Source: an optimization exercise on an open RTL-to-GDS flow (aim: a short achievable clock period and few clock cycles). Production flows keep margins and buffers that such runs may drop.
In this exercise RTL edits were held to simulation tests only and were not proved equivalent to the original.

### flow/run.sh
#!/bin/bash
# synth_recipe.tcl (not shown) runs the flow's synth.tcl, then flattens the netlist and writes it again
# the make line also repeats each setting of config.mk as NAME=value (left out here)
make -C /OpenROAD-flow-scripts/flow DESIGN_CONFIG=/design/flow/config.mk WORK_HOME=/design/flow/orfs CLKGATE_MAP_FILE= SYNTH_SCRIPT=/design/flow/synth_recipe.tcl finish
### flow/config.mk
export PLATFORM = sky130hd
export DESIGN_NAME = lc4_core
export DESIGN_NICKNAME = lc4_core
export VERILOG_FILES = /design/flow/design.v
export SDC_FILE = /design/flow/constraint.sdc
export NUM_CORES = 4
export LEC_CHECK = 0
export CAP_MARGIN = 20
export CORE_MARGIN = 2
export CORE_UTILIZATION = 40
export SLEW_MARGIN = 20
### flow/constraint.sdc
create_clock -name core_clock -period 40.0 [get_ports {clk}]
set_input_delay 8.0000 -clock core_clock [delete_from_list [all_inputs] [get_ports {clk}]]
set_output_delay 8.0000 -clock core_clock [all_outputs]
set_load 0.01 [all_outputs]
### flow/design.v
`timescale 1ns / 1ps
`default_nettype none
module Nbit_reg #(parameter n=1, r=0)
   (input  wire [n-1:0] in,
    output wire [n-1:0] out,
    input  wire         clk,
    input  wire         we,
    input  wire         gwe,
    input  wire         rst
    );
   reg [n-1:0] state;
   assign out = state;
   always @(posedge clk) 
     begin 
       if (gwe & rst) 
         state <= r;
       else if (gwe & we) 
         state <= in; 
     end
endmodule
module gp1(input wire a, b,
           output wire g, p);
   assign g = a & b;
   assign p = a | b;
endmodule
module gp4(input wire [3:0] gin, pin,
           input wire cin,
           output wire gout, pout,
           output wire [2:0] cout);
  assign pout = (&  pin [3:0]);
  assign gout = (gin[0] & pin[1] & pin[2] & pin[3]) |(gin[1] & pin[2] & pin[3])| (gin[2] & pin[3]) | gin[3];
  assign cout[0] = (gin[0] | pin[0] & cin); 
  assign cout[1] = (gin[1] | pin[1] & cout[0]);
  assign cout[2] = (gin[2] | pin[2] & cout[1]);
endmodule
module cla16
  (input wire [15:0]  a, b,
   input wire         cin,
   output wire [15:0] sum);
  wire [15:0] gin, pin;
  genvar i;
  for(i = 0; i < 16; i=i+1) begin
    gp1 g(.a(a[i]), .b(b[i]), .g(gin[i]), .p(pin[i]));
  end
  wire [15:0] cout;
  wire g30_1, p30_1;
  gpn #(4) gf1(.gin(gin[3:0]), .pin(pin[3:0]), .cin(cin), .gout(g30_1), .pout(p30_1), .cout(cout[2:0]));
  assign cout[3] = (cin & p30_1) | g30_1;
  wire g30_2, p30_2;
  gp4 gf2(.gin(gin[7:4]), .pin(pin[7:4]), .cin(cout[3]), .gout(g30_2), .pout(p30_2), .cout(cout[6:4]));
  assign cout[7] = (cout[3] & p30_2) | g30_2;
  wire g30_3, p30_3;
  gp4 gf3(.gin(gin[11:8]), .pin(pin[11:8]), .cin(cout[7]), .gout(g30_3), .pout(p30_3), .cout(cout[10:8]));
  assign cout[11] = (cout[7] & p30_3) | g30_3;
  wire g30_4, p30_4;
  gp4 gf4(.gin(gin[15:12]), .pin(pin[15:12]), .cin(cout[11]), .gout(g30_4), .pout(p30_4), .cout(cout[14:12]));
  assign cout[15] = (cout[11] & p30_4) | g30_4;
  assign sum[0] = a[0] ^ b[0] ^ cin;
  for(i = 1; i < 16; i = i + 1) begin
    assign sum[i] = a[i] ^ b[i] ^ cout[i - 1];
  end
endmodule
module gpn
  #(parameter N = 4)
  (input wire [N-1:0] gin, pin,
   input wire  cin,
   output wire gout, pout,
   output wire [N-2:0] cout);
  assign pout = (&  pin [N - 1:0]);
  wire [N-2: 0] temp;
  genvar i;
  for (i = 0; i < N-1; i = i + 1) begin
    assign temp[i] = gin[i] & (& pin[N-1:i+1]);
  end
  assign gout = (| temp [N-2:0]) | gin[N-1];
  assign cout[0] = (gin[0] | pin[0] & cin); 
  for(i = 0; i < N - 2; i = i + 1) begin
    assign cout[i + 1] = (gin[i + 1] | pin[i + 1] & cout[i]);
  end
endmodule
`timescale 1ns / 1ps
`default_nettype none
module lc4_divider(input  wire [15:0] i_dividend,
                   input  wire [15:0] i_divisor,
                   output wire [15:0] o_remainder,
                   output wire [15:0] o_quotient);
      wire [15:0] temp_rem [16:0];
      wire [15:0] temp_quot [16:0];
      wire [15:0] temp_div [16:0];
      assign temp_rem[0] = 16'b0;
      assign temp_quot[0] = 16'b0;
      assign temp_div[0] = i_dividend;
      genvar i;
      for (i = 0; i < 16; i = i + 1) begin
            lc4_divider_one_iter div_one_iter(.i_dividend(temp_div[i]),
                              .i_divisor(i_divisor),
                              .i_remainder(temp_rem[i]),
                              .i_quotient(temp_quot[i]),
                              .o_dividend(temp_div[i + 1]),
                              .o_remainder(temp_rem[i + 1]),
                              .o_quotient(temp_quot[i + 1]));
      end
      wire divisor_zero_check = (i_divisor == 16'b0);
      assign o_quotient = divisor_zero_check ? 16'b0 : temp_quot[16];
      assign o_remainder = divisor_zero_check ? 16'b0 : temp_rem[16];
endmodule  
module lc4_divider_one_iter(input  wire [15:0] i_dividend,
                            input  wire [15:0] i_divisor,
                            input  wire [15:0] i_remainder,
                            input  wire [15:0] i_quotient,
                            output wire [15:0] o_dividend,
                            output wire [15:0] o_remainder,
                            output wire [15:0] o_quotient);
      wire zerocheck = 0 == i_divisor;
      assign o_dividend = i_dividend << 1;
      wire [15:0] div_shift_t, a_comp_t, prequot, preremainder, tempquot, remshift;
      assign remshift = i_remainder << 1;
      assign div_shift_t = (i_dividend >> 15) & 1'b1;
      assign a_comp_t =  div_shift_t | remshift;
      wire select_t = a_comp_t < i_divisor;
      assign preremainder = (select_t ? a_comp_t : (a_comp_t - i_divisor));
      assign o_remainder = zerocheck ? 16'b0 : preremainder;
      assign tempquot = i_quotient << 1;
      assign prequot = (select_t ? tempquot : tempquot | 1'b1);
      assign o_quotient = zerocheck ? 16'b0 : prequot;
endmodule
`timescale 1ns / 1ps
`default_nettype none
module cla_input_rs (  
      input wire [15:0] insn,
      input wire [15:0] pc,
      input wire [15:0] r1,
      output wire [15:0] rs
);
      assign rs = (insn[15:12] == 4'd1) | (insn[15:12] == 4'd6) | (insn[15:12] == 4'd7) ? r1 : pc;
endmodule
module cla_input_rt (  
      input wire [15:0] insn,
      input wire [15:0] r2,
      input wire [15:0] imm11,
      input wire [15:0] imm5,
      input wire [15:0] uimm7,
      input wire [15:0] imm9,
      input wire [15:0] imm6,
      output wire [15:0] rt
);
      wire [15:0] mux1, mux2;
      assign mux1 = (insn[5:4] == 2'b00) ? r2 : ((insn[5:4] == 2'b01) ? ~r2 : imm5);
      assign mux2 = imm9;
      assign rt = (insn[15:12] == 4'b1100) ? imm11 : 
                  ((insn[15:12] == 4'b0001) ? mux1 : 
                   (insn[15:12] == 4'b0010) ? uimm7 :
                   (insn[15:12] == 4'b0000) ? mux2 :
                   (insn[15:12] == 4'b0110 | insn[15:12] == 4'b0111) ? imm6:
                   16'b0
                  );
endmodule
module cla_input_ci (
      input wire [15:0] insn,
      output wire cin
);
      wire mux_top = (insn[5:3] == 3'b010) ? ((insn[15:12] == 4'b0001) ? 1 : 0) : 0;
      wire mux_bot = (insn[15:12] == 4'b0000 | insn[15:12] == 4'b0100 | insn[15:12] == 4'b1100 | insn[15:12] == 4'b1111) ? 1 : 0;
      assign cin = mux_top | mux_bot;
endmodule
module comparators (
      input wire [15:0] insn,
      input wire [15:0] r1,
      input wire [15:0] r2,
      input wire [15:0] imm7,
      input wire [15:0] uimm7,
      output wire [15:0] comp_out
);
      wire [15:0] mux_rs = (insn[8:7] == 2'b00 | insn[8:7] == 2'b10) ? $signed(r1) : r1; 
      wire [15:0] mux_rt = (insn[8:7] == 2'b00) ? $signed(r2) : 
                        (insn[8:7] == 2'b01) ? r2 :
                        (insn[8:7] == 2'b10) ? imm7 :
                        uimm7;
      wire signed [15:0] signed_comp_out = ($signed(mux_rs) > $signed(mux_rt)) ? 16'b1 : ($signed(mux_rs) == $signed(mux_rt)) ? 16'b0 : 16'hFFFF;
      wire [15:0] unsigned_comp_out = (mux_rs > mux_rt) ? 16'b1 : (mux_rs == mux_rt) ? 16'b0 : 16'hFFFF;
      assign comp_out = (insn[8:7] == 2'b00 | insn[8:7] == 2'b10) ? signed_comp_out : unsigned_comp_out;
endmodule
module lc4_alu(input  wire [15:0] i_insn,
               input wire [15:0]  i_pc,
               input wire [15:0]  i_r1data,
               input wire [15:0]  i_r2data,
               output wire [15:0] o_result);
      wire [15:0] imm5, imm6, imm7, imm9, imm11, uimm4, uimm7, uimm8;
      assign uimm4 = {12'b0, i_insn[3:0]};
      assign uimm7 = {9'b0, i_insn[6:0]};
      assign uimm8 = {8'b0, i_insn[7:0]};
      assign imm5 = {{12{i_insn[4]}}, i_insn[3:0]};
      assign imm6 = {{11{i_insn[5]}}, i_insn[4:0]};
      assign imm7 = {{10{i_insn[6]}}, i_insn[5:0]};
      assign imm9 = {{8{i_insn[8]}}, i_insn[7:0]};
      assign imm11 = {{6{i_insn[10]}}, i_insn[9:0]};
      wire cla_cin;
      wire [15:0] cla_rt, cla_rs;
      cla_input_ci get_cin(.insn(i_insn), .cin(cla_cin));
      cla_input_rs get_rs(.insn(i_insn), .pc(i_pc), .r1(i_r1data), .rs(cla_rs));
      cla_input_rt get_rt(.insn(i_insn), .r2(i_r2data), .imm11(imm11), .imm5(imm5), .uimm7(uimm7), .imm9(imm9), .imm6(imm6), .rt(cla_rt));
      wire [15:0] cla_output;
      cla16 get_cla_out(.a(cla_rs), .b(cla_rt), .cin(cla_cin), .sum(cla_output));
      wire [15:0] mult_out = i_r1data * i_r2data;
      wire [15:0] div_out, mod_out;
      lc4_divider div(.i_dividend(i_r1data), .i_divisor(i_r2data), .o_remainder(mod_out), .o_quotient(div_out));
      wire [15:0] math_mux = (i_insn[5:3] == 3'b011) ? div_out : (i_insn[5:3] == 3'b001) ? mult_out : cla_output;
      wire [15:0] comp_result;
      comparators get_comp(.insn(i_insn), .r1(i_r1data), .r2(i_r2data), .imm7(imm7), .uimm7(uimm7), .comp_out(comp_result));
      wire signed [15:0] sra_temp = $signed(i_r1data) >>> uimm4;
      wire [15:0] shift_result = (i_insn[5:4] == 2'b00) ? (i_r1data << uimm4) : 
                              (i_insn[5:4] == 2'b01) ? sra_temp : 
                              (i_insn[5:4] == 2'b10) ? (i_r1data >> uimm4) : 
                              mod_out;
      wire [15:0] hiconst = (i_r1data & 8'hFF) | (uimm8 << 8);
      wire [15:0] trap = 16'h8000 | uimm8;
      wire [15:0] basic_log = (i_insn[5:3] == 3'b000) ? i_r1data & i_r2data :
                              (i_insn[5:3] == 3'b001) ? ~i_r1data :
                              (i_insn[5:3] == 3'b010) ? i_r1data | i_r2data :
                              (i_insn[5:3] == 3'b011) ? i_r1data ^ i_r2data :
                              i_r1data & imm5;
      wire [15:0] jsr_out =  (i_insn[11] == 1) ? ((i_pc & 16'h8000) | (i_insn[10:0] << 4)) : i_r1data;
      wire [15:0] jmp_out = (i_insn[11] == 1) ? cla_output : i_r1data;
      assign o_result =  (i_insn[15:12] == 4'b0100) ? jsr_out : 
                        (i_insn[15:12] == 4'b0101) ? basic_log : 
                        (i_insn[15:12] == 4'b1101) ? hiconst : 
                        (i_insn[15:12] == 4'b1111) ? trap :  
                        (i_insn[15:12] == 4'b1001) ? imm9 : 
                        (i_insn[15:12] == 4'b1010) ? shift_result : 
                        (i_insn[15:12] == 4'b0010) ? comp_result : 
                        (i_insn[15:12] == 4'b0001) ? math_mux : 
                        (i_insn[15:12] == 4'b1100) ? jmp_out : 
                        (i_insn[15:12] == 4'b0000) ? cla_output : 
                        (i_insn[15:12] == 4'b0110) ? cla_output : 
                        (i_insn[15:12] == 4'b0111) ? cla_output :
                        (i_insn[15:12] == 4'b1000) ? i_r1data : 
                        16'b0;
endmodule
`timescale 1ns / 1ps
`default_nettype none
module lc4_decoder(input  wire [15:0] insn,                
                   output wire [ 2:0] r1sel,               
                   output wire        r1re,                
                   output wire [ 2:0] r2sel,               
                   output wire        r2re,                
                   output wire [ 2:0] wsel,                
                   output wire        regfile_we,          
                   output wire        nzp_we,              
                   output wire        select_pc_plus_one,  
                   output wire        is_load,             
                   output wire        is_store,            
                   output wire        is_branch,           
                   output wire        is_control_insn      
                   );
   wire [3:0] opcode = insn[15:12];
   assign     is_branch = (opcode == 4'b0000 & insn != 0);
   wire       is_arith = (opcode == 4'b0001);
   wire       is_add = (is_arith & (insn[5:3] == 3'b000));
   wire       is_mul = (is_arith & (insn[5:3] == 3'b001));
   wire       is_sub = (is_arith & (insn[5:3] == 3'b010));
   wire       is_div = (is_arith & (insn[5:3] == 3'b011));
   wire       is_addi = (is_arith & insn[5]);
   wire       is_compare = (opcode == 4'b0010);
   wire       is_cmp = (is_compare & (insn[8:7] == 2'b00));
   wire       is_cmpu = (is_compare & (insn[8:7] == 2'b01));
   wire       is_cmpi = (is_compare & (insn[8:7] == 2'b10));
   wire       is_cmpiu = (is_compare & (insn[8:7] == 2'b11));
   wire       is_jsr = (insn[15:11] == 5'b01001);
   wire       is_jsrr = (insn[15:11] == 5'b01000);
   wire       is_logic = (opcode == 4'b0101);
   wire       is_and = (is_logic & (insn[5:3] == 3'b000));
   wire       is_not = (is_logic & (insn[5:3] == 3'b001));
   wire       is_or = (is_logic & (insn[5:3] == 3'b010));
   wire       is_xor = (is_logic & (insn[5:3] == 3'b011));
   wire       is_andi = (is_logic & insn[5]);
   wire       is_ldr = (opcode == 4'b0110);
   wire       is_str = (opcode == 4'b0111);
   wire       is_rti = (opcode == 4'b1000);
   wire       is_const = (opcode == 4'b1001);
   wire       is_shift = (opcode == 4'b1010);
   wire       is_sll = (is_shift & (insn[5:4] == 2'b00));
   wire       is_sra = (is_shift & (insn[5:4] == 2'b01));
   wire       is_srl = (is_shift & (insn[5:4] == 2'b10));
   wire       is_mod = (is_shift & (insn[5:4] == 2'b11));
   wire       is_jmpr = (insn[15:11] == 5'b11000);
   wire       is_jmp = (insn[15:11] == 5'b11001);
   wire       is_hiconst = (opcode == 4'b1101);
   wire       is_trap = (opcode == 4'b1111);
   assign r1sel = (is_compare | is_hiconst) ? insn[11:9] :   
                  (is_rti) ? 3'd7 : insn[8:6];
   assign r1re = is_arith | 
                 is_compare | 
                 is_jsrr | 
                 is_logic | 
                 is_ldr | 
                 is_str | 
                 is_rti | 
                 is_shift | 
                 is_jmpr |
                 is_hiconst
                 ;
   assign r2sel = (is_str) ? insn[11:9] : insn[2:0];  
   assign r2re = is_add | is_mul |  is_sub | is_div |
                 is_cmp | is_cmpu |
                 is_and | is_or | is_xor |
                 is_str |
                 is_mod;
   assign wsel = (is_jsr | is_jsrr | is_trap) ? 3'd7 : insn[11:9];   
   assign regfile_we = is_arith | is_jsr | is_jsrr | is_logic | is_ldr | is_const | is_shift | is_hiconst | is_trap;
   assign nzp_we = regfile_we | is_compare;
   assign select_pc_plus_one = is_trap | is_jsrr | is_jsr;
   assign is_load = is_ldr;
   assign is_store = is_str;
   assign is_control_insn =  is_jsr | is_jsrr | is_rti | is_jmpr | is_jmp | is_trap;
endmodule
`timescale 1ns / 1ps
`default_nettype none
module lc4_regfile #(parameter n = 16)
   (input  wire         clk,
    input  wire         gwe,
    input  wire         rst,
    input  wire [  2:0] i_rs,       
    output wire [n-1:0] o_rs_data,  
    input  wire [  2:0] i_rt,       
    output wire [n-1:0] o_rt_data,  
    input  wire [  2:0] i_rd,       
    input  wire [n-1:0] i_wdata,    
    input  wire         i_rd_we     
    );
    wire [8:0] registers_write_q;
    wire [16:0] o_data_temp [8:0];
    genvar i;
    for (i = 0; i < 8; i=i+1) begin
        assign registers_write_q[i] = (i_rd == i) & i_rd_we;
        Nbit_reg #(16, 0) thing_register(.in(i_wdata), .out(o_data_temp[i]), .clk(clk), .we(registers_write_q[i]), .gwe(gwe), .rst(rst));
    end
    assign o_rs_data = i_rs == 0 ? o_data_temp[0] :
                       i_rs == 1 ? o_data_temp[1] :
                       i_rs == 2 ? o_data_temp[2] :
                       i_rs == 3 ? o_data_temp[3] :
                       i_rs == 4 ? o_data_temp[4] :
                       i_rs == 5 ? o_data_temp[5] :
                       i_rs == 6 ? o_data_temp[6] :
                       o_data_temp[7];
    assign o_rt_data = i_rt == 0 ? o_data_temp[0] :
                       i_rt == 1 ? o_data_temp[1] :
                       i_rt == 2 ? o_data_temp[2] :
                       i_rt == 3 ? o_data_temp[3] :
                       i_rt == 4 ? o_data_temp[4] :
                       i_rt == 5 ? o_data_temp[5] :
                       i_rt == 6 ? o_data_temp[6] :
                       o_data_temp[7];
endmodule
`timescale 1ns / 1ps
`default_nettype none
module lc4_processor
   (input  wire        clk,                 
    input wire         rst,  
    input wire         gwe,  
    output wire [15:0] o_cur_pc,  
    input wire [15:0]  i_cur_insn,  
    output wire [15:0] o_dmem_addr,  
    input wire [15:0]  i_cur_dmem_data,  
    output wire        o_dmem_we,  
    output wire [15:0] o_dmem_towrite,  
    output wire [1:0]  test_stall,  
    output wire [15:0] test_cur_pc,  
    output wire [15:0] test_cur_insn,  
    output wire        test_regfile_we,  
    output wire [2:0]  test_regfile_wsel,  
    output wire [15:0] test_regfile_data,  
    output wire        test_nzp_we,  
    output wire [2:0]  test_nzp_new_bits,  
    output wire        test_dmem_we,  
    output wire [15:0] test_dmem_addr,  
    output wire [15:0] test_dmem_data,  
    input wire [7:0]   switch_data,  
    output wire [7:0]  led_data  
    );
   wire [15:0]   pc;       
   wire [15:0]   next_pc;  
   wire stall_load = is_load_X && ((r1sel_D_pre == wsel_X && r1re_D_pre) ||
                     ((r2sel_D_pre == wsel_X && r2re_D_pre) && ~is_store_D_pre));
   wire not_stall_q = ~stall_load && (~is_load_X || ~is_branch_D_pre);
   wire branched_q = (is_control_insn_X) || (is_branch_X & nzp_correct);
   wire [15:0] i_cur_insn_F = branched_q ? 16'b0 : i_cur_insn;
   wire [15:0] pc_F = branched_q ? 16'b0 : pc;
   wire [1:0] stall_F = branched_q ? 2'd2 : (not_stall_q ? 2'd0 : 2'd3);
   Nbit_reg #(16, 16'h8200) pc_reg (.in(next_pc), .out(pc), .clk(clk), .we(not_stall_q), .gwe(gwe), .rst(rst));
   wire [15:0] pc_D_pre, i_cur_insn_D_pre;
   Nbit_reg #(16, 16'h8200) pc_reg_D (.in(pc_F), .out(pc_D_pre), .clk(clk), .we(not_stall_q), .gwe(gwe), .rst(rst));
   Nbit_reg #(16, 16'b0) i_cur_insn_reg_D (.in(i_cur_insn_F), .out(i_cur_insn_D_pre), .clk(clk), .we(not_stall_q), .gwe(gwe), .rst(rst));
   wire [1:0] stall_D_pre;
   Nbit_reg #(2, 2'b10) stall_reg_D(.in(stall_F), .out(stall_D_pre), .clk(clk), .we(not_stall_q), .gwe(gwe), .rst(rst));
   wire [2:0] r1sel_D_pre, r2sel_D_pre, wsel_D_pre;
   wire r1re_D_pre, r2re_D_pre, regfile_we_D_pre, nzp_we_D_pre, select_pc_plus_one_D_pre, is_load_D_pre, is_store_D_pre, is_branch_D_pre, is_control_insn_D_pre;
   lc4_decoder decodermain(.insn(i_cur_insn_D_pre),  .r1sel(r1sel_D_pre), .r1re(r1re_D_pre), .r2sel(r2sel_D_pre), .r2re(r2re_D_pre), .wsel(wsel_D_pre), .regfile_we(regfile_we_D_pre), .nzp_we(nzp_we_D_pre), .select_pc_plus_one(select_pc_plus_one_D_pre), .is_load(is_load_D_pre), .is_store(is_store_D_pre), .is_branch(is_branch_D_pre), .is_control_insn(is_control_insn_D_pre));
   wire [15:0] o_rs_data1, o_rt_data1;
   lc4_regfile #(16) theregisterfile(.clk(clk), .gwe(gwe), .rst(rst),
    .i_rs(r1sel_D_pre),       
    .o_rs_data(o_rs_data1),  
    .i_rt(r2sel_D_pre),       
    .o_rt_data(o_rt_data1),  
    .i_rd_we(regfile_we_W),     
    .i_rd(wsel_W),       
    .i_wdata(i_wdata)    
    );
   wire[15:0] o_rs_data = (r1sel_D_pre == wsel_W) && regfile_we_W && r1re_D_pre ? i_wdata : o_rs_data1;
   wire[15:0] o_rt_data = (r2sel_D_pre == wsel_W) && regfile_we_W && r2re_D_pre ? i_wdata : o_rt_data1;
   wire [15:0] pc_plus_1, pc_plus_1_D;
   cla16 cla_one(.a(pc), .b(0), .cin(1), .sum(pc_plus_1));
   Nbit_reg #(16, 16'b0) pc_plus_one_reg_D(.in(pc_plus_1), .out(pc_plus_1_D), .clk(clk), .we(not_stall_q), .gwe(gwe), .rst(rst));
   wire r1re_D, r2re_D, regfile_we_D, nzp_we_D, select_pc_plus_one_D, is_load_D, is_store_D, is_branch_D, is_control_insn_D;
   wire nop_question = branched_q || ~not_stall_q;
   wire [15:0] pc_D = nop_question ? 16'b0 :  pc_D_pre;
   wire[15:0] i_cur_insn_D = nop_question ? 16'b0 :  i_cur_insn_D_pre;
   wire [2:0] r1sel_D,r2sel_D, wsel_D;
   assign r1sel_D = nop_question ? 3'b0 :  r1sel_D_pre;
   assign r2sel_D = nop_question ? 3'b0 :  r2sel_D_pre;
   assign wsel_D = nop_question ? 3'b0 :  wsel_D_pre;
   assign r1re_D = nop_question ? 1'b0 :  r1re_D_pre;
   assign r2re_D = nop_question ? 1'b0 :  r2re_D_pre;
   assign regfile_we_D = nop_question ? 1'b0 :  regfile_we_D_pre;
   assign select_pc_plus_one_D = nop_question ? 1'b0 :  select_pc_plus_one_D_pre;
   assign is_load_D = nop_question ? 1'b0 : is_load_D_pre;
   assign is_store_D = nop_question ? 1'b0 :  is_store_D_pre;
   assign is_branch_D = nop_question ? 1'b0 :  is_branch_D_pre;
   assign is_control_insn_D = nop_question ? 1'b0 :  is_control_insn_D_pre;
   assign nzp_we_D = nop_question ? 1'b0 :  nzp_we_D_pre;
   wire [1:0] stall_D = branched_q ? 2'b10 : (not_stall_q ? stall_D_pre : 2'b11);
   wire [1:0] stall_X;
   wire [2:0] r1sel_X,r2sel_X, wsel_X;
   wire r1re_X, r2re_X, regfile_we_X, nzp_we_X, select_pc_plus_one_X, is_load_X, is_store_X, is_branch_X, is_control_insn_X;
   wire [15:0] pc_X, o_rs_data_X, o_rt_data_X, i_cur_insn_X, pc_plus_1_X;
   Nbit_reg #(2, 2'b10) stall_reg_X(.in(stall_D), .out(stall_X), .clk(clk), .we(1'b1), .gwe(gwe), .rst(rst));
   Nbit_reg #(16, 16'h8200) pc_reg_X (.in(pc_D), .out(pc_X), .clk(clk), .we(1'b1), .gwe(gwe), .rst(rst));
   Nbit_reg #(16, 0) reg_rs_X (.in(o_rs_data), .out(o_rs_data_X), .clk(clk), .we(1'b1), .gwe(gwe), .rst(rst));
   Nbit_reg #(16, 0) reg_rt_X (.in(o_rt_data), .out(o_rt_data_X), .clk(clk), .we(1'b1), .gwe(gwe), .rst(rst));
   Nbit_reg #(16, 16'b0) pc_plus_one_reg_X(.in(pc_plus_1_D), .out(pc_plus_1_X), .clk(clk), .we(1'b1), .gwe(gwe), .rst(rst));
   Nbit_reg #(3, 0) r1sel_reg_X (.in(r1sel_D), .out(r1sel_X), .clk(clk), .we(1'b1), .gwe(gwe), .rst(rst));
   Nbit_reg #(3, 0) r2sel_reg_X (.in(r2sel_D), .out(r2sel_X), .clk(clk), .we(1'b1), .gwe(gwe), .rst(rst));
   Nbit_reg #(3, 0) wsel_reg_X (.in(wsel_D), .out(wsel_X), .clk(clk), .we(1'b1), .gwe(gwe), .rst(rst));
   Nbit_reg #(1, 0) r1re_reg_X (.in(r1re_D), .out(r1re_X), .clk(clk), .we(1'b1), .gwe(gwe), .rst(rst));
   Nbit_reg #(1, 0) r2re_reg_X (.in(r2re_D), .out(r2re_X), .clk(clk), .we(1'b1), .gwe(gwe), .rst(rst));
   Nbit_reg #(1, 0) regfile_we_reg_X (.in(regfile_we_D), .out(regfile_we_X), .clk(clk), .we(1'b1), .gwe(gwe), .rst(rst));
   Nbit_reg #(1, 0) nzp_we_reg_X (.in(nzp_we_D), .out(nzp_we_X), .clk(clk), .we(1'b1), .gwe(gwe), .rst(rst));
   Nbit_reg #(1, 0) select_pc_plus_one_reg_X (.in(select_pc_plus_one_D), .out(select_pc_plus_one_X), .clk(clk), .we(1'b1), .gwe(gwe), .rst(rst));
   Nbit_reg #(1, 0) is_load_reg_X (.in(is_load_D), .out(is_load_X), .clk(clk), .we(1'b1), .gwe(gwe), .rst(rst));
   Nbit_reg #(1, 0) is_store_reg_X (.in(is_store_D), .out(is_store_X), .clk(clk), .we(1'b1), .gwe(gwe), .rst(rst));
   Nbit_reg #(1, 0) is_branch_reg_X (.in(is_branch_D), .out(is_branch_X), .clk(clk), .we(1'b1), .gwe(gwe), .rst(rst));
   Nbit_reg #(1, 0) is_control_insn_reg_X (.in(is_control_insn_D), .out(is_control_insn_X), .clk(clk), .we(1'b1), .gwe(gwe), .rst(rst));
   Nbit_reg #(16, 0) i_cur_insn_reg_X (.in(i_cur_insn_D), .out(i_cur_insn_X), .clk(clk), .we(1'b1), .gwe(gwe), .rst(rst));
   wire [15:0] bypass_r1_1 = (r1sel_X == wsel_W) && regfile_we_W ? i_wdata : o_rs_data_X;
   wire [15:0] bypass_r2_1 = (r2sel_X == wsel_W) && regfile_we_W ? i_wdata : o_rt_data_X;
   wire [15:0] bypass_r1_full = (r1sel_X == wsel_M) && regfile_we_M ? alu_result_M : bypass_r1_1;
   wire [15:0] bypass_r2_full = (r2sel_X == wsel_M) && regfile_we_M ? alu_result_M : bypass_r2_1;
   wire [15:0] alu_result;
   lc4_alu alu_main(.i_insn(i_cur_insn_X), .i_pc(pc_X), .i_r1data(bypass_r1_full), .i_r2data(bypass_r2_full),
               .o_result(alu_result));
   wire [1:0] stall_M;
   Nbit_reg #(2, 2'b10) stall_reg_M(.in(stall_X), .out(stall_M), .clk(clk), .we(1'b1), .gwe(gwe), .rst(rst));
   wire [15:0] pc_M;
   Nbit_reg #(16, 16'h8200) pc_reg_M (.in(pc_X), .out(pc_M), .clk(clk), .we(1'b1), .gwe(gwe), .rst(rst));
   wire [15:0] o_rs_data_M;
   wire [15:0] o_rt_data_M_1;
   wire [15:0] alu_result_M;
   Nbit_reg #(16, 0) reg_rs_M (.in(bypass_r1_full), .out(o_rs_data_M), .clk(clk), .we(1'b1), .gwe(gwe), .rst(rst));
   Nbit_reg #(16, 0) reg_rt_M (.in(bypass_r2_full), .out(o_rt_data_M_1), .clk(clk), .we(1'b1), .gwe(gwe), .rst(rst));
   Nbit_reg #(16, 0) alu_result_reg_M (.in(alu_result), .out(alu_result_M), .clk(clk), .we(1'b1), .gwe(gwe), .rst(rst));
   wire[15:0] pc_plus_1_M;
   Nbit_reg #(16, 16'b0) pc_plus_one_reg_M(.in(pc_plus_1_X), .out(pc_plus_1_M), .clk(clk), .we(1'b1), .gwe(gwe), .rst(rst));
   wire [15:0] i_cur_insn_M;
   wire [2:0] r1sel_M, r2sel_M, wsel_M;
   wire r1re_M, r2re_M, regfile_we_M, nzp_we_M, select_pc_plus_one_M, is_load_M, is_store_M, is_branch_M, is_control_insn_M;
   Nbit_reg #(3, 0) r1sel_reg_M (.in(r1sel_X), .out(r1sel_M), .clk(clk), .we(1'b1), .gwe(gwe), .rst(rst));
   Nbit_reg #(3, 0) r2sel_reg_M (.in(r2sel_X), .out(r2sel_M), .clk(clk), .we(1'b1), .gwe(gwe), .rst(rst));
   Nbit_reg #(3, 0) wsel_reg_M (.in(wsel_X), .out(wsel_M), .clk(clk), .we(1'b1), .gwe(gwe), .rst(rst));
   Nbit_reg #(1, 0) r1re_reg_M (.in(r1re_X), .out(r1re_M), .clk(clk), .we(1'b1), .gwe(gwe), .rst(rst));
   Nbit_reg #(1, 0) r2re_reg_M (.in(r2re_X), .out(r2re_M), .clk(clk), .we(1'b1), .gwe(gwe), .rst(rst));
   Nbit_reg #(1, 0) regfile_we_reg_M (.in(regfile_we_X), .out(regfile_we_M), .clk(clk), .we(1'b1), .gwe(gwe), .rst(rst));
   Nbit_reg #(1, 0) nzp_we_reg_M (.in(nzp_we_X), .out(nzp_we_M), .clk(clk), .we(1'b1), .gwe(gwe), .rst(rst));
   Nbit_reg #(1, 0) select_pc_plus_one_reg_M (.in(select_pc_plus_one_X), .out(select_pc_plus_one_M), .clk(clk), .we(1'b1), .gwe(gwe), .rst(rst));
   Nbit_reg #(1, 0) is_load_reg_M (.in(is_load_X), .out(is_load_M), .clk(clk), .we(1'b1), .gwe(gwe), .rst(rst));
   Nbit_reg #(1, 0) is_store_reg_M (.in(is_store_X), .out(is_store_M), .clk(clk), .we(1'b1), .gwe(gwe), .rst(rst));
   Nbit_reg #(1, 0) is_branch_reg_M (.in(is_branch_X), .out(is_branch_M), .clk(clk), .we(1'b1), .gwe(gwe), .rst(rst));
   Nbit_reg #(1, 0) is_control_insn_reg_M (.in(is_control_insn_X), .out(is_control_insn_M), .clk(clk), .we(1'b1), .gwe(gwe), .rst(rst));
   Nbit_reg #(16, 0) i_cur_insn_reg_M (.in(i_cur_insn_X), .out(i_cur_insn_M), .clk(clk), .we(1'b1), .gwe(gwe), .rst(rst));
   wire [15:0] o_rt_data_M =  regfile_we_W && is_store_M && r2sel_M == wsel_W ? i_wdata : o_rt_data_M_1;
   wire [15:0] o_dmem_towrite_M = is_store_M ? o_rt_data_M : 16'b0;
   wire o_dmem_we_M = is_store_M;
   wire [15:0] o_dmem_addr_M = (is_load_M | is_store_M) ? alu_result_M : 16'b0;
   assign o_dmem_we = o_dmem_we_M;
   assign o_dmem_addr = o_dmem_addr_M;
   assign o_dmem_towrite = o_dmem_towrite_M;
   wire [15:0] i_cur_dmem_data_M = i_cur_dmem_data;
   Nbit_reg #(2, 2'b10) stall_reg_W(.in(stall_M), .out(test_stall), .clk(clk), .we(1'b1), .gwe(gwe), .rst(rst));
   wire [15:0] o_dmem_addr_W, o_dmem_towrite_W, i_cur_dmem_data_W;
   wire o_dmem_we_W;
   Nbit_reg #(16, 0) o_dem_addr_reg_W (.in(o_dmem_addr_M), .out(o_dmem_addr_W), .clk(clk), .we(1'b1), .gwe(gwe), .rst(rst));
   Nbit_reg #(16, 0) o_dem_towrite_reg_W (.in(o_dmem_towrite_M), .out(o_dmem_towrite_W), .clk(clk), .we(1'b1), .gwe(gwe), .rst(rst));
   Nbit_reg #(1, 0) o_dem_we_reg_W (.in(o_dmem_we_M), .out(o_dmem_we_W), .clk(clk), .we(1'b1), .gwe(gwe), .rst(rst));
   Nbit_reg #(16, 0) i_cur_dmem_data_reg_W (.in(i_cur_dmem_data_M), .out(i_cur_dmem_data_W), .clk(clk), .we(1'b1), .gwe(gwe), .rst(rst));
   wire[15:0] pc_plus_1_W;
   Nbit_reg #(16, 16'b0) pc_plus_one_reg_W(.in(pc_plus_1_M), .out(pc_plus_1_W), .clk(clk), .we(1'b1), .gwe(gwe), .rst(rst));
   wire [15:0] pc_W;
   Nbit_reg #(16, 16'h8200) pc_reg_W (.in(pc_M), .out(pc_W), .clk(clk), .we(1'b1), .gwe(gwe), .rst(rst));
   wire [15:0] o_rs_data_W;
   wire [15:0] o_rt_data_W;
   wire [15:0] alu_result_W;
   Nbit_reg #(16, 0) reg_rs_W (.in(o_rs_data_M), .out(o_rs_data_W), .clk(clk), .we(1'b1), .gwe(gwe), .rst(rst));
   Nbit_reg #(16, 0) reg_rt_W (.in(o_rt_data_M), .out(o_rt_data_W), .clk(clk), .we(1'b1), .gwe(gwe), .rst(rst));
   Nbit_reg #(16, 0) alu_result_reg_W (.in(alu_result_M), .out(alu_result_W), .clk(clk), .we(1'b1), .gwe(gwe), .rst(rst));
   wire [15:0] i_cur_insn_W;
   wire [2:0] r1sel_W, r2sel_W, wsel_W;
   wire r1re_W, r2re_W, regfile_we_W, nzp_we_W, select_pc_plus_one_W, is_load_W, is_store_W, is_branch_W, is_control_insn_W;
   Nbit_reg #(3, 0) r1sel_reg_W (.in(r1sel_M), .out(r1sel_W), .clk(clk), .we(1'b1), .gwe(gwe), .rst(rst));
   Nbit_reg #(3, 0) r2sel_reg_W (.in(r2sel_M), .out(r2sel_W), .clk(clk), .we(1'b1), .gwe(gwe), .rst(rst));
   Nbit_reg #(3, 0) wsel_reg_W (.in(wsel_M), .out(wsel_W), .clk(clk), .we(1'b1), .gwe(gwe), .rst(rst));
   Nbit_reg #(1, 0) r1re_reg_W (.in(r1re_M), .out(r1re_W), .clk(clk), .we(1'b1), .gwe(gwe), .rst(rst));
   Nbit_reg #(1, 0) r2re_reg_W (.in(r2re_M), .out(r2re_W), .clk(clk), .we(1'b1), .gwe(gwe), .rst(rst));
   Nbit_reg #(1, 0) regfile_we_reg_W (.in(regfile_we_M), .out(regfile_we_W), .clk(clk), .we(1'b1), .gwe(gwe), .rst(rst));
   Nbit_reg #(1, 0) nzp_we_reg_W (.in(nzp_we_M), .out(nzp_we_W), .clk(clk), .we(1'b1), .gwe(gwe), .rst(rst));
   Nbit_reg #(1, 0) select_pc_plus_one_reg_W (.in(select_pc_plus_one_M), .out(select_pc_plus_one_W), .clk(clk), .we(1'b1), .gwe(gwe), .rst(rst));
   Nbit_reg #(1, 0) is_load_reg_W (.in(is_load_M), .out(is_load_W), .clk(clk), .we(1'b1), .gwe(gwe), .rst(rst));
   Nbit_reg #(1, 0) is_store_reg_W (.in(is_store_M), .out(is_store_W), .clk(clk), .we(1'b1), .gwe(gwe), .rst(rst));
   Nbit_reg #(1, 0) is_branch_reg_W (.in(is_branch_M), .out(is_branch_W), .clk(clk), .we(1'b1), .gwe(gwe), .rst(rst));
   Nbit_reg #(1, 0) is_control_insn_reg_W (.in(is_control_insn_M), .out(is_control_insn_W), .clk(clk), .we(1'b1), .gwe(gwe), .rst(rst));
   Nbit_reg #(16, 0) i_cur_insn_reg_W (.in(i_cur_insn_M), .out(i_cur_insn_W), .clk(clk), .we(1'b1), .gwe(gwe), .rst(rst));
   wire [15:0] nzp_new_bits_input = is_control_insn_X ? pc_plus_1_X : alu_result;
   wire [2:0] nzp_new_bits = ($signed(nzp_new_bits_input) == 0) ? 3'b010 : 
                        ($signed(nzp_new_bits_input) > 0) ? 3'b001 :
                        3'b100;
   wire nzp_from_load = is_load_M && ~(nzp_we_X && ~is_load_X);
   wire [2:0] nzp_load_bits = ($signed(i_cur_dmem_data) == 0) ? 3'b010 :
                              ($signed(i_cur_dmem_data) > 0) ? 3'b001 :
                              3'b100;
   wire [2:0] nzp_reg_in = nzp_from_load ? nzp_load_bits : nzp_new_bits;
   wire [2:0] nzp_new_bits_M;
   Nbit_reg #(3, 0) nzp_reg_M (.in(nzp_new_bits), .out(nzp_new_bits_M), .clk(clk), .we(1'b1), .gwe(gwe), .rst(rst));
   wire [2:0] nzp_new_bits_W;
   Nbit_reg #(3, 0) nzp_reg_W (.in(nzp_new_bits_M), .out(nzp_new_bits_W), .clk(clk), .we(1'b1), .gwe(gwe), .rst(rst));
   wire nzp_correct = i_cur_insn_X[11] == 1 & nzp_old_bits == 3'b100 | 
                     i_cur_insn_X[10] == 1 & nzp_old_bits == 3'b010 |
                     i_cur_insn_X[9] == 1 & nzp_old_bits == 3'b001;
   wire [2:0] nzp_old_bits;
   Nbit_reg #(3, 0) nzp_reg (.in(nzp_reg_in), .out(nzp_old_bits), .clk(clk), .we(nzp_we_X | is_load_M), .gwe(gwe), .rst(rst));
   assign next_pc = (branched_q) ? alu_result : pc_plus_1;
   wire [15:0] alu_datamem_output = is_load_W ? i_cur_dmem_data_W : alu_result_W;
   wire [15:0] i_wdata = (select_pc_plus_one_W ? pc_plus_1_W : alu_datamem_output);
   assign test_cur_pc = pc_W;
   assign test_cur_insn = i_cur_insn_W;
   assign test_regfile_wsel = wsel_W;
   assign test_regfile_data = regfile_we_W ? i_wdata : 16'b0;
   assign test_nzp_we = nzp_we_W;
   assign test_dmem_we = is_store_W;
   assign test_nzp_new_bits = is_load_W ? ($signed(i_cur_dmem_data_W) == 0) ? 3'b010 : 
                        ($signed(i_cur_dmem_data_W) > 0) ? 3'b001 :
                        3'b100 : nzp_new_bits_W;
   assign test_dmem_addr = o_dmem_addr_W;
   assign test_dmem_data = is_store_W ? o_dmem_towrite_W : (is_load_W ? i_cur_dmem_data_W : 16'b0);
   assign test_regfile_we = regfile_we_W;
   assign o_cur_pc = pc;
endmodule
`timescale 1ns / 1ps
`default_nettype none
module lc4_core
   (input  wire        clk,
    input  wire        rst,
    output wire [15:0] o_cur_pc,
    input  wire [15:0] i_cur_insn,
    output wire [15:0] o_dmem_addr,
    input  wire [15:0] i_cur_dmem_data,
    output wire        o_dmem_we,
    output wire [15:0] o_dmem_towrite,
    output wire [1:0]  test_stall,
    output wire [15:0] test_cur_pc,
    output wire [15:0] test_cur_insn,
    output wire        test_regfile_we,
    output wire [2:0]  test_regfile_wsel,
    output wire [15:0] test_regfile_data,
    output wire        test_nzp_we,
    output wire [2:0]  test_nzp_new_bits,
    output wire        test_dmem_we,
    output wire [15:0] test_dmem_addr,
    output wire [15:0] test_dmem_data
    );
   wire [7:0] led_unused;
   lc4_processor proc (.clk(clk), .rst(rst), .gwe(1'b1),
                       .o_cur_pc(o_cur_pc), .i_cur_insn(i_cur_insn),
                       .o_dmem_addr(o_dmem_addr), .i_cur_dmem_data(i_cur_dmem_data),
                       .o_dmem_we(o_dmem_we), .o_dmem_towrite(o_dmem_towrite),
                       .test_stall(test_stall), .test_cur_pc(test_cur_pc),
                       .test_cur_insn(test_cur_insn), .test_regfile_we(test_regfile_we),
                       .test_regfile_wsel(test_regfile_wsel), .test_regfile_data(test_regfile_data),
                       .test_nzp_we(test_nzp_we), .test_nzp_new_bits(test_nzp_new_bits),
                       .test_dmem_we(test_dmem_we), .test_dmem_addr(test_dmem_addr),
                       .test_dmem_data(test_dmem_data),
                       .switch_data(8'd0), .led_data(led_unused));
endmodule
==> results of run 1 <==
-- kinds of logic (layout without fill, tap and decap cells) --
logic type	count (synthesis)	after routing	share of synthesized area, %
simple gates	2304	2305	22.9
compound gates	1788	1789	25.0
buf+inv	697	884	5.91
flops	515	515	22.2
fa+ha+maj	496	496	15.1
xor+xnor	234	234	4.57
mux	171	171	4.23
other cells	1	13	0.00809
-- cell usage after synthesis (17+ instances only) --
library cell	number
mux2_2	24
buf_4	20
a211oi_1	106
a21o_1	86
o31ai_1	22
clkbuf_1	319
dfxtp_1	515
fa_1	107
o21bai_1	38
a211o_1	37
a31oi_1	64
or2_2	33
inv_1	286
a41oi_1	24
o22ai_1	35
or3_1	27
nor2_1	660
a22o_1	45
nand2b_1	43
and3_1	41
nand3_1	106
o211ai_1	56
and2_1	92
a21oi_1	527
nor3_1	95
a221oi_1	29
a22oi_1	28
mux2i_1	128
nor2b_1	240
nor4_1	33
a21boi_0	29
nand2_1	822
a311oi_1	27
buf_1	40
xor2_1	67
nand4_1	33
xnor2_1	162
o21ai_0	359
o221ai_1	28
o21a_1	81
mux4_2	17
ha_1	389
-- metal layers --
metal	vias up	routed length [um]	global-route usage (%)
met2	2309	91100	53.0
met1	23300	85300	43.8
met5	-	67	0
li1	22200	-	-
met4	12	11100	16.0
met3	532	17500	5.93
-- final cells by class --
type / count / share of cell area [%]
diodes: 6 / 0.0283
clock buffers: 75 / 3.00
clock inverters: 27 / 0.568
inverters: 298 / 2.11
multi-input cells: 5002 / 63.6
flip-flops and latches: 515 / 19.4
well taps: 1512 / 3.56
repair buffers: 484 / 7.71
-- path summary, 6_finish.rpt --
path,startpoint,endpoint,slack (ns),depth (start not counted)
setup / recovery,proc.is_load_reg_W.state,proc.nzp_reg.state[1],2.39,165
setup reg to reg,proc.is_load_reg_W.state,proc.nzp_reg.state[1],2.39,165
hold / removal,proc.stall_reg_M.state[1],proc.stall_reg_W.state[1],0.40,1
hold reg to reg,proc.stall_reg_M.state[1],proc.stall_reg_W.state[1],0.40,1
-- timing repair --
action,CTS,global route
pin swaps,0,7
cloned,0,2
hold buffers,0,0
setup endpoints to repair,4,38
hold endpoints to repair,0,0
buffers inserted,0,10
gates resized for setup,4,64
==> out/metrics.csv, run 1 <==
stage,metric,value,unit
status,outcome,"complete, no violations",
worst_setup_path,Max stage delay on crit path,0.53,ns
floorplan,Die Span Y,344,um
routing,Routed WL per cell,25.9,um
placement,placed cells,7799,
yosys,number of enable flip-flop cells after synthesis,0,
worst_setup_path,CP Max Fanout,14,
worst_setup_path,"Req. time, crit path",40.56,ns
final_layout,Total Nets Final,6886,
worst_setup_path,Critical Path Source Type,register,
cts,H-tree Lvls,2,
flow_run,maxcap violations,0,
worst_hold_path,Tightest Hold Check Type,reg -> reg,
sta,Tmin final,37.61,ns
final_layout,most flop-heavy register,proc.theregisterfile.genblk1.thing_register.state,
final_layout,Non-Filler Instances,7919,
cts,clock insertion delay at the later pin of the skew report,0.65,ns
cts,CTS tree,yes,
floorplan,Die ar.,0.119,mm2
worst_setup_path,CP most frequent cell,o21ai_0,
yosys,Main synth FF type,dfxtp_1,
routing,antenna-violating nets left,0,
placement,Final Wtd Congestion,1.07,
cts,clk root buf,clkbuf_16,
final_layout,Largest register FFs,128,
yosys,Mapped Cells,6206,
floorplan,Initial Util,40.4,%
cts,Worst-path clk slew,0.06,ns
sta,Worst slew margin,11.4,%
worst_setup_path,crit-path leading delay family,compound AO/OA/AOI/OAI gates,
final_layout,Synth-to-Final Area Change,14.5,%
worst_setup_path,worst path bufs/invs,15,
sta,"Period Utilization, post-route",94.0,%
final_layout,Multi-input gate area,0.0338,mm2
final_layout,FF+latch area,0.0103,mm2
global_route,pin count of the biggest net entering global routing,105,
global_route,grt total ovfl,0,
sta,fin worst setup slack,2.39,ns
worst_setup_path,Slowest cell on crit path,o21ai_1,
routing,vias,48300,
yosys,top cell type's share of synthesized area,22.2,%
routing,TritonRoute pass-1 iters,6,
yosys,Yosys cell types,97,
worst_setup_path,CP endpoint kind,register,
yosys,synth warn,10,
cts,Clock Path Buffers,3,
final_layout,most frequent cells in the layout,"nand2_1 (821), nor2_1 (658), a21oi_1 (523)",
placement,hpwl dp,150000,um
cts,clock buffer count from CTS,55,
yosys,asr flop ratio synth,0,%
worst_setup_path,crit path DAT,38.16,ns
final_layout,"commonest non-fill, non-tap cell in the layout",nand2_1,
floorplan,die width,344,um
placement,area post-placement,0.0508,mm2
yosys,Synth Cell Area,0.0463,mm2
final_layout,design area,0.0531,mm2
yosys,syn_area_per_cell,7.47,um2
routing,DRC errors left,0,
sta,worst clock skew,0.0559,ns
sta,setup TNS,0,ns
worst_setup_path,Setup CP Type,reg -> reg,
final_layout,post-layout util,46.3,%
yosys,main area contributors after synthesis,"dfxtp_1 (22%), ha_1 (11%), nand2_1 (6.7%)",
global_route,vias in the first global route,45700,
floorplan,Core Rows,124,
sta,Worst-Margin Slew,1.31,ns
sta,Max Slew Vio Count,0,
global_route,initial antenna violation count,7,
sta,fmax,0.0266,GHz
yosys,sequential area share after synthesis,22.2,%
cts,CTS Sinks,515,
sta,Hold Worst Slack,0.403,ns
yosys,Synth Register Bits,515,
final_layout,layout cell share with drive strength beyond 1,9.20,%
floorplan,num ports,174,
routing,First DRT Iteration DRCs,5315,
yosys,"area leader, netlist",dfxtp_1,
sta,"Setup violations, final",0,
global_route,GRT Overall Usage,33.4,%
placement,dpl ws,-0.280,ns
placement,PortBufs,173,
global_route,global-route wire length before repair,300000,um
final_layout,filler cell count in the final layout,11600,
sta,final hold vios,0,
routing,Detailed Route WL,205000,um
routing,drt via density,6.10,
floorplan,total core area,0.115,mm2
Testbench counts, summed over its fixed seeds: cycles 62,933.
==> run 2, diff against run 1 <==
--- a/flow/design.v
+++ b/flow/design.v
@@ -584,16 +584,296 @@
     output wire [15:0] test_dmem_addr,
     output wire [15:0] test_dmem_data
     );
-   wire [7:0] led_unused;
-   lc4_processor proc (.clk(clk), .rst(rst), .gwe(1'b1),
-                       .o_cur_pc(o_cur_pc), .i_cur_insn(i_cur_insn),
-                       .o_dmem_addr(o_dmem_addr), .i_cur_dmem_data(i_cur_dmem_data),
-                       .o_dmem_we(o_dmem_we), .o_dmem_towrite(o_dmem_towrite),
-                       .test_stall(test_stall), .test_cur_pc(test_cur_pc),
-                       .test_cur_insn(test_cur_insn), .test_regfile_we(test_regfile_we),
-                       .test_regfile_wsel(test_regfile_wsel), .test_regfile_data(test_regfile_data),
-                       .test_nzp_we(test_nzp_we), .test_nzp_new_bits(test_nzp_new_bits),
-                       .test_dmem_we(test_dmem_we), .test_dmem_addr(test_dmem_addr),
-                       .test_dmem_data(test_dmem_data),
-                       .switch_data(8'd0), .led_data(led_unused));
+   function [2:0] nzp_of(input [15:0] v);
+      nzp_of = v[15] ? 3'b100 : ((v == 16'd0) ? 3'b010 : 3'b001);
+   endfunction
+   reg        rst_q;
+   reg [15:0] pc_f;
+   reg [15:0] ir_raw, pc_raw;
+   reg        v_raw;
+   reg        sel_skid;
+   reg [15:0] skid_insn, skid_pc;
+   reg        skid_v;
+   reg        x_v;
+   reg [15:0] x_insn, x_pc, x_a, x_b;
+   reg        x_byp_a, x_byp_b;
+   reg [2:0]  x_dst;
+   reg        x_we, x_nzpw, x_ld, x_st, x_mul, x_div, x_mod;
+   reg [15:0] x_addr, x_sdata;
+   reg        mem_we;
+   reg        w_v;
+   reg [15:0] w_pc, w_insn, w_res, w_ld, w_addr, w_sdata;
+   reg [2:0]  w_dst;
+   reg        w_we, w_nzpw, w_isld, w_isst;
+   reg        t_v;
+   reg [15:0] t_pc, t_insn, t_data, t_daddr, t_ddata;
+   reg        t_we, t_nzpw, t_dwe;
+   reg [2:0]  t_wsel, t_nzp;
+   reg [15:0] rf0, rf1, rf2, rf3, rf4, rf5, rf6, rf7;
+   reg [2:0]  nzp_r;
+   reg        div_busy;
+   reg [2:0]  div_cnt;
+   reg [15:0] div_rem, div_dq;
+   wire [15:0] w_val = w_isld ? w_ld : w_res;
+   wire [2:0]  w_nzp = nzp_of(w_val);
+   wire [15:0] insn_d = sel_skid ? skid_insn : ir_raw;
+   wire [15:0] pc_d   = sel_skid ? skid_pc   : pc_raw;
+   wire        v_d    = sel_skid ? skid_v    : v_raw;
+   wire [3:0] op_d = insn_d[15:12];
+   wire d_br    = (op_d == 4'd0);
+   wire d_arith = (op_d == 4'd1);
+   wire d_cmp   = (op_d == 4'd2);
+   wire d_jsrx  = (op_d == 4'd4);
+   wire d_jsr   = d_jsrx & insn_d[11];
+   wire d_jsrr  = d_jsrx & ~insn_d[11];
+   wire d_logic = (op_d == 4'd5);
+   wire d_ldr   = (op_d == 4'd6);
+   wire d_str   = (op_d == 4'd7);
+   wire d_rti   = (op_d == 4'd8);
+   wire d_const = (op_d == 4'd9);
+   wire d_shift = (op_d == 4'd10);
+   wire d_jmpx  = (op_d == 4'd12);
+   wire d_jmp   = d_jmpx & insn_d[11];
+   wire d_jmpr  = d_jmpx & ~insn_d[11];
+   wire d_hic   = (op_d == 4'd13);
+   wire d_trap  = (op_d == 4'd15);
+   wire d_mul = d_arith & ~insn_d[5] & (insn_d[4:3] == 2'b01);
+   wire d_div = d_arith & ~insn_d[5] & (insn_d[4:3] == 2'b11);
+   wire d_mod = d_shift & (insn_d[5:4] == 2'b11);
+   wire [2:0] rs_d = (d_cmp | d_hic) ? insn_d[11:9] : (d_rti ? 3'd7 : insn_d[8:6]);
+   wire [2:0] rt_d = d_str ? insn_d[11:9] : insn_d[2:0];
+   wire [2:0] dst_d = (d_jsrx | d_trap) ? 3'd7 : insn_d[11:9];
+   wire we_d   = d_arith | d_logic | d_ldr | d_const | d_shift | d_hic | d_jsrx | d_trap;
+   wire nzpw_d = we_d | d_cmp;
+   reg [15:0] rf_rs, rf_rt;
+   always @(*) begin
+      case (rs_d)
+        3'd0: rf_rs = rf0; 3'd1: rf_rs = rf1; 3'd2: rf_rs = rf2; 3'd3: rf_rs = rf3;
+        3'd4: rf_rs = rf4; 3'd5: rf_rs = rf5; 3'd6: rf_rs = rf6; default: rf_rs = rf7;
+      endcase
+      case (rt_d)
+        3'd0: rf_rt = rf0; 3'd1: rf_rt = rf1; 3'd2: rf_rt = rf2; 3'd3: rf_rt = rf3;
+        3'd4: rf_rt = rf4; 3'd5: rf_rt = rf5; 3'd6: rf_rt = rf6; default: rf_rt = rf7;
+      endcase
+   end
+   wire x_fast = ~(x_ld | x_mul | x_div | x_mod);
+   wire x_wr   = x_v & x_we;
+   wire w_wr   = w_v & w_we;
+   wire rs_x = x_wr & (x_dst == rs_d);
+   wire rt_x = x_wr & (x_dst == rt_d);
+   wire rs_w = w_wr & (w_dst == rs_d);
+   wire rt_w = w_wr & (w_dst == rt_d);
+   wire [15:0] x_res_fast;    
+   wire [15:0] a_for_x = rs_w ? w_val : rf_rs;
+   wire [15:0] b_for_x = rt_w ? w_val : rf_rt;
+   wire [15:0] rsv_d = rs_x ? x_res_fast : a_for_x;
+   wire [15:0] rtv_d = rt_x ? x_res_fast : b_for_x;
+   wire x_nzp_src = x_v & x_nzpw;
+   wire [2:0] nzp_d = x_nzp_src ? nzp_of(x_res_fast) :
+                      ((w_v & w_nzpw) ? w_nzp : nzp_r);
+   wire need_rs_d = d_ldr | d_str | d_jsrr | d_jmpr | d_rti;
+   wire use_nzp_d = d_br & (insn_d[11:9] != 3'b000);
+   wire haz_d = (need_rs_d & rs_x & ~x_fast) |
+                (d_str & rt_x & ~x_fast) |
+                (use_nzp_d & x_nzp_src & ~x_fast);
+   wire x_stall;
+   wire stall_d = v_d & (haz_d | x_stall);
+   wire adv_d   = v_d & ~stall_d;
+   wire [15:0] pc1_d = pc_d + 16'd1;
+   wire [15:0] br_tgt  = pc1_d + {{7{insn_d[8]}}, insn_d[8:0]};
+   wire [15:0] jmp_tgt = pc1_d + {{5{insn_d[10]}}, insn_d[10:0]};
+   wire [15:0] jsr_tgt = {pc_d[15], insn_d[10:0], 4'b0000};
+   wire [15:0] trap_tgt = {8'h80, insn_d[7:0]};
+   wire br_taken = d_br & ((insn_d[11:9] & nzp_d) != 3'b000);
+   wire [15:0] target_d = d_br ? br_tgt :
+                          d_jmp ? jmp_tgt :
+                          d_jsr ? jsr_tgt :
+                          d_trap ? trap_tgt : rsv_d;
+   wire taken_d = br_taken | d_jsrx | d_rti | d_jmpx | d_trap;
+   wire redirect = adv_d & taken_d;
+   wire [15:0] addr_d = rsv_d + {{10{insn_d[5]}}, insn_d[5:0]};
+   wire [15:0] A = x_byp_a ? w_val : x_a;
+   wire [15:0] B = x_byp_b ? w_val : x_b;
+   wire [3:0]  op_x = x_insn[15:12];
+   wire [15:0] imm5 = {{11{x_insn[4]}}, x_insn[4:0]};
+   wire [15:0] sum  = A + (x_insn[5] ? imm5 : B);
+   wire [15:0] diff = A - B;
+   reg  [15:0] arith_r;
+   always @(*) begin
+      if (x_insn[5]) arith_r = sum;
+      else case (x_insn[4:3])
+             2'b00: arith_r = sum;
+             2'b10: arith_r = diff;
+             default: arith_r = sum;
+           endcase
+   end
+   wire [15:0] cmp_b = x_insn[8] ? (x_insn[7] ? {9'd0, x_insn[6:0]} : {{9{x_insn[6]}}, x_insn[6:0]}) : B;
+   wire        cmp_uns = x_insn[7];
+   wire        cmp_eq = (A == cmp_b);
+   wire        cmp_lt = cmp_uns ? (A < cmp_b) : ($signed(A) < $signed(cmp_b));
+   wire [15:0] cmp_r = cmp_eq ? 16'd0 : (cmp_lt ? 16'hFFFF : 16'd1);
+   reg  [15:0] logic_r;
+   always @(*) begin
+      if (x_insn[5]) logic_r = A & imm5;
+      else case (x_insn[4:3])
+             2'b00: logic_r = A & B;
+             2'b01: logic_r = ~A;
+             2'b10: logic_r = A | B;
+             default: logic_r = A ^ B;
+           endcase
+   end
+   wire [3:0] sh = x_insn[3:0];
+   reg  [15:0] shift_r;
+   always @(*) begin
+      case (x_insn[5:4])
+        2'b00: shift_r = A << sh;
+        2'b01: shift_r = $signed(A) >>> sh;
+        default: shift_r = A >> sh;
+      endcase
+   end
+   wire [15:0] pc1_x = x_pc + 16'd1;
+   reg [15:0] fast_r;
+   always @(*) begin
+      case (op_x)
+        4'd1:  fast_r = arith_r;
+        4'd2:  fast_r = cmp_r;
+        4'd5:  fast_r = logic_r;
+        4'd9:  fast_r = {{7{x_insn[8]}}, x_insn[8:0]};
+        4'd10: fast_r = shift_r;
+        4'd13: fast_r = {x_insn[7:0], A[7:0]};
+        default: fast_r = pc1_x;    
+      endcase
+   end
+   assign x_res_fast = fast_r;
+   wire [15:0] prod = A * B;
+   wire div_zero = (B == 16'd0);
+   wire div_small = B[15] | ({1'b0, A} < {B, 1'b0});
+   wire div_fast = div_zero | div_small;
+   wire        ge1 = (A >= B);
+   wire [15:0] q_fast = div_zero ? 16'd0 : {15'd0, ge1};
+   wire [15:0] r_fast = div_zero ? 16'd0 : (ge1 ? (A - B) : A);
+   wire [15:0] s_rem0 = div_busy ? div_rem : 16'd0;
+   wire [15:0] s_dq0  = div_busy ? div_dq  : A;
+   wire [16:0] t1 = {s_rem0, s_dq0[15]};
+   wire        b1 = (t1 >= {1'b0, B});
+   wire [15:0] rem1 = b1 ? (t1[15:0] - B) : t1[15:0];
+   wire [15:0] dq1 = {s_dq0[14:0], b1};
+   wire [16:0] t2 = {rem1, dq1[15]};
+   wire        b2 = (t2 >= {1'b0, B});
+   wire [15:0] rem2 = b2 ? (t2[15:0] - B) : t2[15:0];
+   wire [15:0] dq2 = {dq1[14:0], b2};
+   wire x_dm = x_div | x_mod;
+   wire div_last = div_busy & (div_cnt == 3'd7);
+   assign x_stall = x_v & x_dm & ~div_fast & ~div_last;
+   wire [15:0] q_val = div_fast ? q_fast : dq2;
+   wire [15:0] r_val = div_fast ? r_fast : rem2;
+   wire [15:0] x_result = x_mul ? prod : (x_div ? q_val : (x_mod ? r_val : fast_r));
+   always @(posedge clk) begin
+      rst_q <= rst;
+      if (rst)
+        pc_f <= 16'h8200;
+      else if (redirect)
+        pc_f <= target_d;
+      else if (!stall_d)
+        pc_f <= pc_f + 16'd1;
+      ir_raw <= i_cur_insn;
+      pc_raw <= pc_f;
+      v_raw  <= ~rst & ~redirect;
+      skid_insn <= insn_d;
+      skid_pc   <= pc_d;
+      skid_v    <= v_d;
+      sel_skid  <= ~rst & stall_d;
+      if (rst) begin
+         x_v <= 1'b0;
+         mem_we <= 1'b0;
+      end else if (!x_stall) begin
+         x_v <= adv_d;
+         mem_we <= adv_d & d_str;
+      end else begin
+         mem_we <= 1'b0;
+      end
+      if (!x_stall) begin
+         x_insn  <= insn_d;
+         x_pc    <= pc_d;
+         x_a     <= a_for_x;
+         x_b     <= b_for_x;
+         x_byp_a <= rs_x;
+         x_byp_b <= rt_x;
+         x_dst   <= dst_d;
+         x_we    <= we_d;
+         x_nzpw  <= nzpw_d;
+         x_ld    <= d_ldr;
+         x_st    <= d_str;
+         x_mul   <= d_mul;
+         x_div   <= d_div;
+         x_mod   <= d_mod;
+         x_addr  <= addr_d;
+         x_sdata <= rtv_d;
+      end else begin
+         x_a <= A;
+         x_b <= B;
+         x_byp_a <= 1'b0;
+         x_byp_b <= 1'b0;
+      end
+      if (rst | ~x_stall) begin
+         div_busy <= 1'b0;
+         div_cnt  <= 3'd0;
+      end else begin
+         div_busy <= 1'b1;
+         div_cnt  <= div_busy ? div_cnt + 3'd1 : 3'd1;
+      end
+      div_rem <= rem2;
+      div_dq  <= dq2;
+      w_v    <= ~rst & x_v & ~x_stall;
+      w_pc   <= x_pc;
+      w_insn <= x_insn;
+      w_res  <= x_result;
+      w_ld   <= i_cur_dmem_data;
+      w_dst  <= x_dst;
+      w_we   <= x_we;
+      w_nzpw <= x_nzpw;
+      w_isld <= x_ld;
+      w_isst <= x_st;
+      w_addr <= x_addr;
+      w_sdata <= x_sdata;
+      if (rst_q) begin
+         rf0 <= 16'd0; rf1 <= 16'd0; rf2 <= 16'd0; rf3 <= 16'd0;
+         rf4 <= 16'd0; rf5 <= 16'd0; rf6 <= 16'd0; rf7 <= 16'd0;
+         nzp_r <= 3'b000;
+      end else begin
+         if (w_wr) begin
+            case (w_dst)
+              3'd0: rf0 <= w_val; 3'd1: rf1 <= w_val; 3'd2: rf2 <= w_val; 3'd3: rf3 <= w_val;
+              3'd4: rf4 <= w_val; 3'd5: rf5 <= w_val; 3'd6: rf6 <= w_val; default: rf7 <= w_val;
+            endcase
+         end
+         if (w_v & w_nzpw) nzp_r <= w_nzp;
+      end
+      t_v     <= ~rst & w_v;
+      t_pc    <= w_pc;
+      t_insn  <= w_insn;
+      t_we    <= w_we;
+      t_wsel  <= w_dst;
+      t_data  <= w_we ? w_val : 16'd0;
+      t_nzpw  <= w_nzpw;
+      t_nzp   <= w_nzp;
+      t_dwe   <= w_isst;
+      t_daddr <= (w_isld | w_isst) ? w_addr : 16'd0;
+      t_ddata <= w_isst ? w_sdata : (w_isld ? w_ld : 16'd0);
+   end
+   assign o_cur_pc       = pc_f;
+   assign o_dmem_addr    = x_addr;
+   assign o_dmem_we      = mem_we;
+   assign o_dmem_towrite = x_sdata;
+   assign test_stall        = {1'b0, ~t_v};
+   assign test_cur_pc       = t_pc;
+   assign test_cur_insn     = t_insn;
+   assign test_regfile_we   = t_we;
+   assign test_regfile_wsel = t_wsel;
+   assign test_regfile_data = t_data;
+   assign test_nzp_we       = t_nzpw;
+   assign test_nzp_new_bits = t_nzp;
+   assign test_dmem_we      = t_dwe;
+   assign test_dmem_addr    = t_daddr;
+   assign test_dmem_data    = t_ddata;
 endmodule
==> out/metrics.csv, run 2 <==
stage,metric,value,unit
cts,clk root buf,clkbuf_16,
routing,Detailed Route WL,135000,um
sta,Tmin final,9.73,ns
sta,fin worst setup slack,30.27,ns
yosys,main area contributors after synthesis,"dfxtp_1 (27%), ha_1 (7.9%), edfxtp_1 (6.3%)",
routing,drt via density,6.02,
floorplan,die width,300,um
status,outcome,"complete, no violations",
global_route,global-route wire length before repair,201000,um
routing,antenna-violating nets left,0,
sta,final hold vios,0,
worst_hold_path,Tightest Hold Check Type,reg -> reg,
placement,placed cells,5212,
placement,Final Wtd Congestion,0.993,
worst_setup_path,CP Max Fanout,7,
routing,TritonRoute pass-1 iters,7,
sta,worst clock skew,0.0513,ns
cts,clock buffer count from CTS,60,
sta,"Period Utilization, post-route",24.3,%
global_route,grt total ovfl,0,
floorplan,Core Rows,108,
worst_setup_path,Slowest cell on crit path,clkdlybuf4s50_1,
yosys,Yosys cell types,99,
sta,"Setup violations, final",0,
floorplan,Initial Util,40.4,%
floorplan,Die Span Y,300,um
worst_setup_path,crit-path leading delay family,buffers and inverters,
global_route,vias in the first global route,30200,
worst_setup_path,crit path DAT,1.73,ns
cts,H-tree Lvls,2,
global_route,pin count of the biggest net entering global routing,87,
yosys,syn_area_per_cell,8.71,um2
yosys,Mapped Cells,4035,
yosys,top-count cell post-synth,dfxtp_1,
cts,hold buffer count at CTS,0,
final_layout,Total Nets Final,4462,
yosys,Synth Register Bits,555,
cts,CTS tree,yes,
cts,setup repair bufs after CTS,0,
sta,fmax,0.103,GHz
final_layout,"commonest non-fill, non-tap cell in the layout",dfxtp_1,
global_route,GRT Overall Usage,29.3,%
yosys,Post-synth top cells,"dfxtp_1 (481), nor2_1 (465), nand2_1 (382)",
yosys,number of enable flip-flop cells after synthesis,74,
cts,clock insertion delay at the later pin of the skew report,0.68,ns
cts,PostCTS Resize Cnt,0,
yosys,top cell type's share of synthesized area,27.4,%
floorplan,total core area,0.0869,mm2
global_route,initial antenna violation count,4,
worst_setup_path,Max stage delay on crit path,0.63,ns
floorplan,Die ar.,0.0902,mm2
cts,CTS Sinks,555,
yosys,asr flop ratio synth,0,%
floorplan,num ports,174,
routing,DRC errors left,0,
final_layout,layout cell share with drive strength beyond 1,9.47,%
worst_setup_path,Setup CP Type,reg -> out,
worst_setup_path,Critical Path Source Type,register,
final_layout,most frequent cells in the layout,"dfxtp_1 (477), nor2_1 (461), nand2_1 (382)",
placement,PortBufs,172,
final_layout,Synth-to-Final Area Change,14.8,%
placement,dpl ws,29.86,ns
yosys,Synth Cell Area,0.0351,mm2
final_layout,Non-Filler Instances,5328,
yosys,"area leader, netlist",dfxtp_1,
worst_setup_path,"Req. time, crit path",32.00,ns
sta,setup TNS,0,ns
yosys,sequential area share after synthesis,33.7,%
## run 2: cell types whose count changed after synthesis, moves of 61 or more
cell	previous run	this run
edfxtp_1	0	74
a211oi_1	106	167
nand2_1	822	382
inv_1	286	222
ha_1	389	222
o21ai_0	359	195
o21a_1	81	19
a21oi_1	527	235
nor2b_1	240	45
nor2_1	660	465
clkbuf_1	319	191
## run 2: metrics by stage
| step | hold WS (ns) | util (%) | cell area [um2] |
|---|---|---|---|
| floorplan | 0.310 | - | 35100 |
| global placement | 0.311 | 44.0 | 38200 |
| detailed placement | 0.312 | 44.0 | 38200 |
| CTS | 0.333 | 46.4 | 40300 |
| global route | 0.335 | 46.4 | 40300 |
| finish | 0.327 | 46.4 | 40300 |
## run 2: metal layers
layer | vias up | global-route usage [%] | part of all wire (%)
met5 | - | 0 | 0.018
li1 | 14600 | - | -
met4 | 4 | 12.8 | 4.9
met2 | 1733 | 45.5 | 44
met1 | 15400 | 39.7 | 41
met3 | 351 | 5.66 | 9.7
## run 2: cell families after synthesis
| kind of cell | Yosys count | share of synthesized area (%) |
|---|---|---|
| other cells | 1 | 0.0107 |
| buf+inv | 509 | 5.70 |
| simple gates | 1233 | 15.9 |
| xor+xnor | 156 | 3.89 |
| compound gates | 1046 | 19.9 |
| flops | 555 | 33.7 |
| fa+ha+maj | 308 | 12.8 |
| mux | 227 | 8.09 |
## run 2: final cells by class
type                    count  area (um2)
multi-input cells        2971       21400
clock buffers              83        1760
inverters                 251         945
fillers                  8417       46500
diodes                      1        2.50
clock inverters            31         368
well taps                1155        1450
flip-flops and latches    555       11900
repair buffers            281        2540
## run 2: final timing paths
path / cells after the start / slack (ns) / endpoint / start
setup reg to reg: 34 / 31.06 / w_res[4] / w_isld
hold reg to reg: 0 / 0.33 / t_insn[10] / w_insn[10]
setup / recovery: 1 / 30.27 / o_cur_pc[5] / pc_f[5]
hold / removal: 0 / 0.33 / t_insn[10] / w_insn[10]
Testbench counts of run 2, summed over its fixed seeds: cycles 57,862.

-- re-timing with driven ports --
No port has a modelled driver above. Below, the same layouts with a new extraction and two added sets of constraints.
Step 1: set_driving_cell puts a clkbuf_16 on clk and a buf_2 on each other input, an assumption about the parent block.
Step 2, shift: input delay + t, output delay - t, t = (earliest + latest rising clock arrival at the registers) / 2. This alone moves slack from input paths to output paths.
a / b / c = no drivers / after step 1 / after step 2; a / b = the first two.
run	t (ns)	slack for setup (ns)	worst setup path at the end	worst data-port slew with drivers (ns)
run 1	0.692	2.394 / 2.394 / 2.394	register to register	0.06
run 2	0.728	30.273 / 30.201 / 29.765	input to register	0.07
After both steps setup and hold are still met in every run listed. For run 2, which loses most, drivers alone change the setup slack by -0.072 ns; drivers and shift together by -0.508 ns.
